What follows belongs to an exercise in optimizing a design on an open flow for small area; a production flow would make more cautious choices. Function was checked by simulation only, so behaviour that the tests miss may differ from the original. No activity file was given, so power comes from the tool's default toggle rates.

==> flow/design.v (outline; a module is shown in full before it is edited, if it fits) <==
// module jit_ao222n: 6 lines
// module jit_mux: 11 lines
// module jit_hold: 6 lines
// module jit_switch: 1278 lines
module jit_switch #(
  parameter integer NUM_ACCs = 8
)
(
  output  wire             sCMD_tready ,
  input   wire             sCMD_tvalid ,
  input   wire  [31 : 0]   sCMD_tdata  ,
  output  wire             s1A_tready  ,
  input   wire             s1A_tvalid  ,
  input   wire  [31 : 0]   s1A_tdata   ,
  output  wire             s1B_tready  ,
  input   wire             s1B_tvalid  ,
  input   wire  [31 : 0]   s1B_tdata   ,
  input   wire             m1C_tready  ,
  output  wire             m1C_tvalid  ,
  output  wire  [31 : 0]   m1C_tdata   ,
  output  wire             s1AT_tready ,
  input   wire             s1AT_tvalid ,
  input   wire  [31 : 0]   s1AT_tdata  ,
  output  wire             s1BT_tready ,
  input   wire             s1BT_tvalid ,
  input   wire  [31 : 0]   s1BT_tdata  ,
  input   wire             m1CT_tready ,
  output  wire             m1CT_tvalid ,
  output  wire  [31 : 0]   m1CT_tdata  ,
  output  wire             s1C_tready  ,
  input   wire             s1C_tvalid  ,
  input   wire  [31 : 0]   s1C_tdata   ,
  input   wire             m1A_tready  ,
  output  wire             m1A_tvalid  ,
  output  wire  [31 : 0]   m1A_tdata   ,
  input   wire             m1B_tready  ,
  output  wire             m1B_tvalid  ,
  output  wire  [31 : 0]   m1B_tdata   ,
  output  wire             s2A_tready  ,
  input   wire             s2A_tvalid  ,
  input   wire  [31 : 0]   s2A_tdata   ,
  output  wire             s2B_tready  ,
  input   wire             s2B_tvalid  ,
  // ...
==> flow/flow/run.sh <==
#!/bin/bash
# The standard layout (standard.sh: unchanged synthesis, floorplan, power grid and tap
# cells), with these ORFS options changed:
#  - every input and output port is still buffered, with the smallest buffer (buf_1) instead of
#    the delay buffer that buffer_ports picks by default;
#  - after global routing, gates on paths with positive slack are downsized (RECOVER_POWER);
#  - the global router is offered less of met1/met2 (flow/fastroute.tcl).
# make's own output goes to flow_make.log; each ORFS step writes its full log under orfs/logs/.
set -euo pipefail
bash standard.sh finish \
  "BUFFER_PORTS_ARGS=-buffer_cell sky130_fd_sc_hd__buf_1" \
  "RECOVER_POWER=100" \
  "FASTROUTE_TCL=$(pwd)/flow/fastroute.tcl" \
  > flow_make.log 2>&1
==> flow/flow/fastroute.tcl <==
# Global routing layers as the platform's fastroute.tcl, but with less of met1 and met2 offered
# to the global router, so that it leaves more room on them for pin access in detailed routing.
set_global_routing_layer_adjustment $::env(MIN_ROUTING_LAYER)-$::env(MAX_ROUTING_LAYER) 0.2
set_global_routing_layer_adjustment met1 0.45
set_global_routing_layer_adjustment met2 0.35

set_routing_layers -clock $::env(MIN_CLK_ROUTING_LAYER)-$::env(MAX_ROUTING_LAYER)
set_routing_layers -signal $::env(MIN_ROUTING_LAYER)-$::env(MAX_ROUTING_LAYER)
==> flow/standard.sh <==
#!/bin/bash
# synth_recipe.tcl (not shown) runs the flow's synth.tcl, then flattens the netlist and writes it again
# the make line also repeats each setting of config.mk as NAME=value (left out here)
make -C /OpenROAD-flow-scripts/flow DESIGN_CONFIG=/design/flow/config.mk WORK_HOME=/design/flow/orfs CLKGATE_MAP_FILE= SYNTH_SCRIPT=/design/flow/synth_recipe.tcl "${@:-finish}"
==> flow/config.mk <==
export PLATFORM = sky130hd
export DESIGN_NAME = jit_switch
export DESIGN_NICKNAME = jit_switch
export VERILOG_FILES = /design/flow/design.v
export SDC_FILE = /design/flow/constraint.sdc
export NUM_CORES = 4
export LEC_CHECK = 0
export CAP_MARGIN = 20
export CELL_PAD_IN_SITES_DETAIL_PLACEMENT = 2
export CELL_PAD_IN_SITES_GLOBAL_PLACEMENT = 4
export CORE_AREA = 10 10 790 790
export CTS_CLUSTER_DIAMETER = 70
export CTS_CLUSTER_SIZE = 22
export DIE_AREA = 0 0 800 800
export PLACE_DENSITY = 0.3
export SLEW_MARGIN = 20
export SYNTH_HIERARCHICAL = 1
==> flow/constraint.sdc <==
create_clock -name core_clock -period 10.0 [get_ports {ACLK}]
set_input_delay 2.0000 -clock core_clock [delete_from_list [all_inputs] [get_ports {ACLK}]]
set_output_delay 2.0000 -clock core_clock [all_outputs]
set_load 0.01 [all_outputs]
==> summary.txt, run 1 <==
status=finished with violations; layout violations=capacitance limit, slew limit; cell-internal power=4660 µW; max-capacitance violation count=216; Pins Over Slew Limit=4,100; P_comb=4710 µW; final wirelength=1,340,000 µm; Least-Margin Pin Slew=4.91 ns; clock tree sinks=488; logic depth of the worst setup path including buffers=8; crit path max-delay cell type=dfxtp_1; fraction of met3 tracks used by global routing=0.314; total number of H-tree levels=3; placeable core area=607,000 µm²; power share of the clock group=0.285; XOR/XNOR share of the synthesized area=0.000611; count of antenna-violating nets left after detailed routing=0; share of post-route cells with drive strength above 1=0.141; cell area power density=131 nW/µm²; count of filler cells inserted in the layout=72,230; leading cell type in the layout, fill and taps excluded=buf_1; die boundary width=800 µm; initial core utilization=0.0710; total power draw=9930 µW; endpoint of the worst register-to-register path=r8_1[0]$_DFF_P_; most frequently used flop master after synthesis=dfxtp_1; cell area reported after detailed placement=72,700 µm²; data arrival time of the critical path=7.06 ns; data required time at the worst endpoint=8.00 ns; area of combinational cells with multiple inputs=33,300 µm²; Clock Network Area Fraction=0.0339; multi-input combinational area share=0.438
==> run 2: changes to the inputs <==
--- a/flow/flow/run.sh
+++ b/flow/flow/run.sh
@@ -1,6 +1,7 @@
 #!/bin/bash
 # The standard layout (standard.sh: unchanged synthesis, floorplan, power grid and tap
 # cells), with these ORFS options changed:
+#  - I/O pins may sit one routing track apart (the default is two), so the die can be smaller;
 #  - every input and output port is still buffered, with the smallest buffer (buf_1) instead of
 #    the delay buffer that buffer_ports picks by default;
 #  - after global routing, gates on paths with positive slack are downsized (RECOVER_POWER);
@@ -8,6 +9,7 @@
 # make's own output goes to flow_make.log; each ORFS step writes its full log under orfs/logs/.
 set -euo pipefail
 bash standard.sh finish \
+  "PLACE_PINS_ARGS=-min_distance 1 -min_distance_in_tracks" \
   "BUFFER_PORTS_ARGS=-buffer_cell sky130_fd_sc_hd__buf_1" \
   "RECOVER_POWER=100" \
   "FASTROUTE_TCL=$(pwd)/flow/fastroute.tcl" \
--- a/flow/config.mk
+++ b/flow/config.mk
@@ -8,10 +8,10 @@
 export CAP_MARGIN = 20
 export CELL_PAD_IN_SITES_DETAIL_PLACEMENT = 2
 export CELL_PAD_IN_SITES_GLOBAL_PLACEMENT = 4
-export CORE_AREA = 10 10 790 790
+export CORE_AREA = 10 10 610 610
 export CTS_CLUSTER_DIAMETER = 70
 export CTS_CLUSTER_SIZE = 22
-export DIE_AREA = 0 0 800 800
+export DIE_AREA = 0 0 620 620
 export PLACE_DENSITY = 0.3
 export SLEW_MARGIN = 20
 export SYNTH_HIERARCHICAL = 1
==> run 2 against run 1 <==
  * Area after synthesis is the same
  * Synthesized cell count is the same
  * The flow now stops in 5_1_grt
==> summary.txt, run 2 <==
remaining global-route overflow=193; top cell type by total area after synthesis=a222oi_1; number of buffers inserted by port buffering=2,867; overall routing resource usage=0.633; gate count of the mapped netlist=4,981; wire length of the first global-routing pass=1,320,000 µm; net count of the mapped netlist=6,374; number of flops mapped to enable cells by yosys=0; routability congestion estimate from global placement=1.04; cts bufs inserted=26; Yosys top cell area share=0.368; total number of H-tree levels=1 (-2); sequential fraction of the synthesis area=0.227; stage at which the run stopped=5_1_grt; buffer levels on the longest clock path=3; async set-or-reset flop fraction in the synthesized netlist=0; placement-stage worst setup slack=2.17 ns; most numerous cell in the Yosys netlist=a222oi_1; Post-Syn Area=43,000 µm²; Yosys cell types=53; post-CTS sizing=0; number of setup buffers added after CTS=0; biggest area contributors in the synthesized netlist=a222oi_1 (37%), dfxtp_1 (23%), a22o_1 (9.9%), nand4_1 (7.8%), nand2_1 (5.0%); Log Error=[ERROR GRT-0116] Global routing finished with congestion. Check the congestion regions in the DRC Viewer.; number of warning messages in the yosys log=7; number of top-level pins=2,868; number of global-route vias before repair=102,704; clock tree sinks=488 (unchanged); DPL Wire Length=693,000 µm; height of the die=620 µm; count of placed standard cells including taps=13,128; Commonest cells post-synth=a222oi_1 (1,584), nand2_1 (575), nand4_1 (536); initial core utilization=0.120 (+0.0489); Syn Area/Cell=8.64 µm²; status=aborted with a tool error; num rows=220; die boundary width=620 µm (-23%); clock root buffer=clkbuf_16; largest net degree at the start of global routing=58; #FFs+latches synth=488; most frequently used flop master after synthesis=dfxtp_1; Post-CTS Hold Fix Bufs=0
## run 2: cell counts after synthesis
Identical to the previous run, type by type.
## run 2: cell families after synthesis
| group | share of synthesized area |
|---|---|
| AOI/OAI and AO/OA | 0.483 |
| xor gates and xnor gates | 0.000611 |
| adders and majority gates | 0.00174 |
| buffers and inverters | 0.0179 |
| DFF | 0.227 |
| muxes | 0.000785 |
| and+or+nand+nor | 0.269 |
## run 2: layer usage
metal / track usage / GRT overflow
met4: 0.481 / 66
met1: 0.703 / 3
met3: 0.532 / 3
met5: 0.123 / 1
met2: 0.810 / 120
## run 2: worst max-delay path by stage
stage | endpoint | cells after the start
after floorplan | m8B_tdata[0] | 6
after global placement | m5B_tdata[11] | 8
after detailed placement | m3B_tdata[30] | 8
after CTS | m3B_tdata[30] | 8
## run 2: power groups by stage
| stage | registers, µW | logic [µW] | clock network [µW] |
|---|---|---|---|
| floorplan | 2360 | 891 | 0 |
| global placement | 2430 | 3430 | 0 |
| CTS | 2400 | 3450 | 1290 |
| detailed placement | 2440 | 3440 | 0 |
## run 2: per-stage QoR
stage	hold WS (ns)	instance area, µm²
2_1_floorplan	0.432	43000
3_3_place_gp	0.448	65100
3_5_place_dp	0.449	65300
4_1_cts	0.478	66000
## run 2: Yosys stat by module (local to each module, per instance)
module / cell area [µm²] / flops+latches / times used
jit_mux: 10.0 / 0 / 528
jit_switch: 17600 / 488 / 1
jit_hold: 8.76 / 0 / 486
jit_ao222n: 10.0 / 0 / 1584

-- port drivers added, routing unchanged --
No port has a modelled driver above. Below, the same layout with a new extraction and two added sets of constraints. Step 1 (the two cells are an assumption about what drives the block):
set clk [get_ports {ACLK}]
set_driving_cell -lib_cell sky130_fd_sc_hd__clkbuf_16 $clk
set_driving_cell -lib_cell sky130_fd_sc_hd__buf_2 [delete_from_list [all_inputs] $clk]
Step 2 also shifts input and output timing later by t, the mid clock arrival at the registers, as if the neighbouring blocks saw the same clock. Slacks: no drivers / after step 1 / after step 2; pairs: no drivers / after step 1.
run: run 1
t (ns): 0.790
setup WS [ns]: 0.941 / 0.847 / 0.935
worst setup path after step 2: input to output
For run 1, drivers alone change the setup slack by -0.094 ns; drivers and shift together by -0.006 ns.
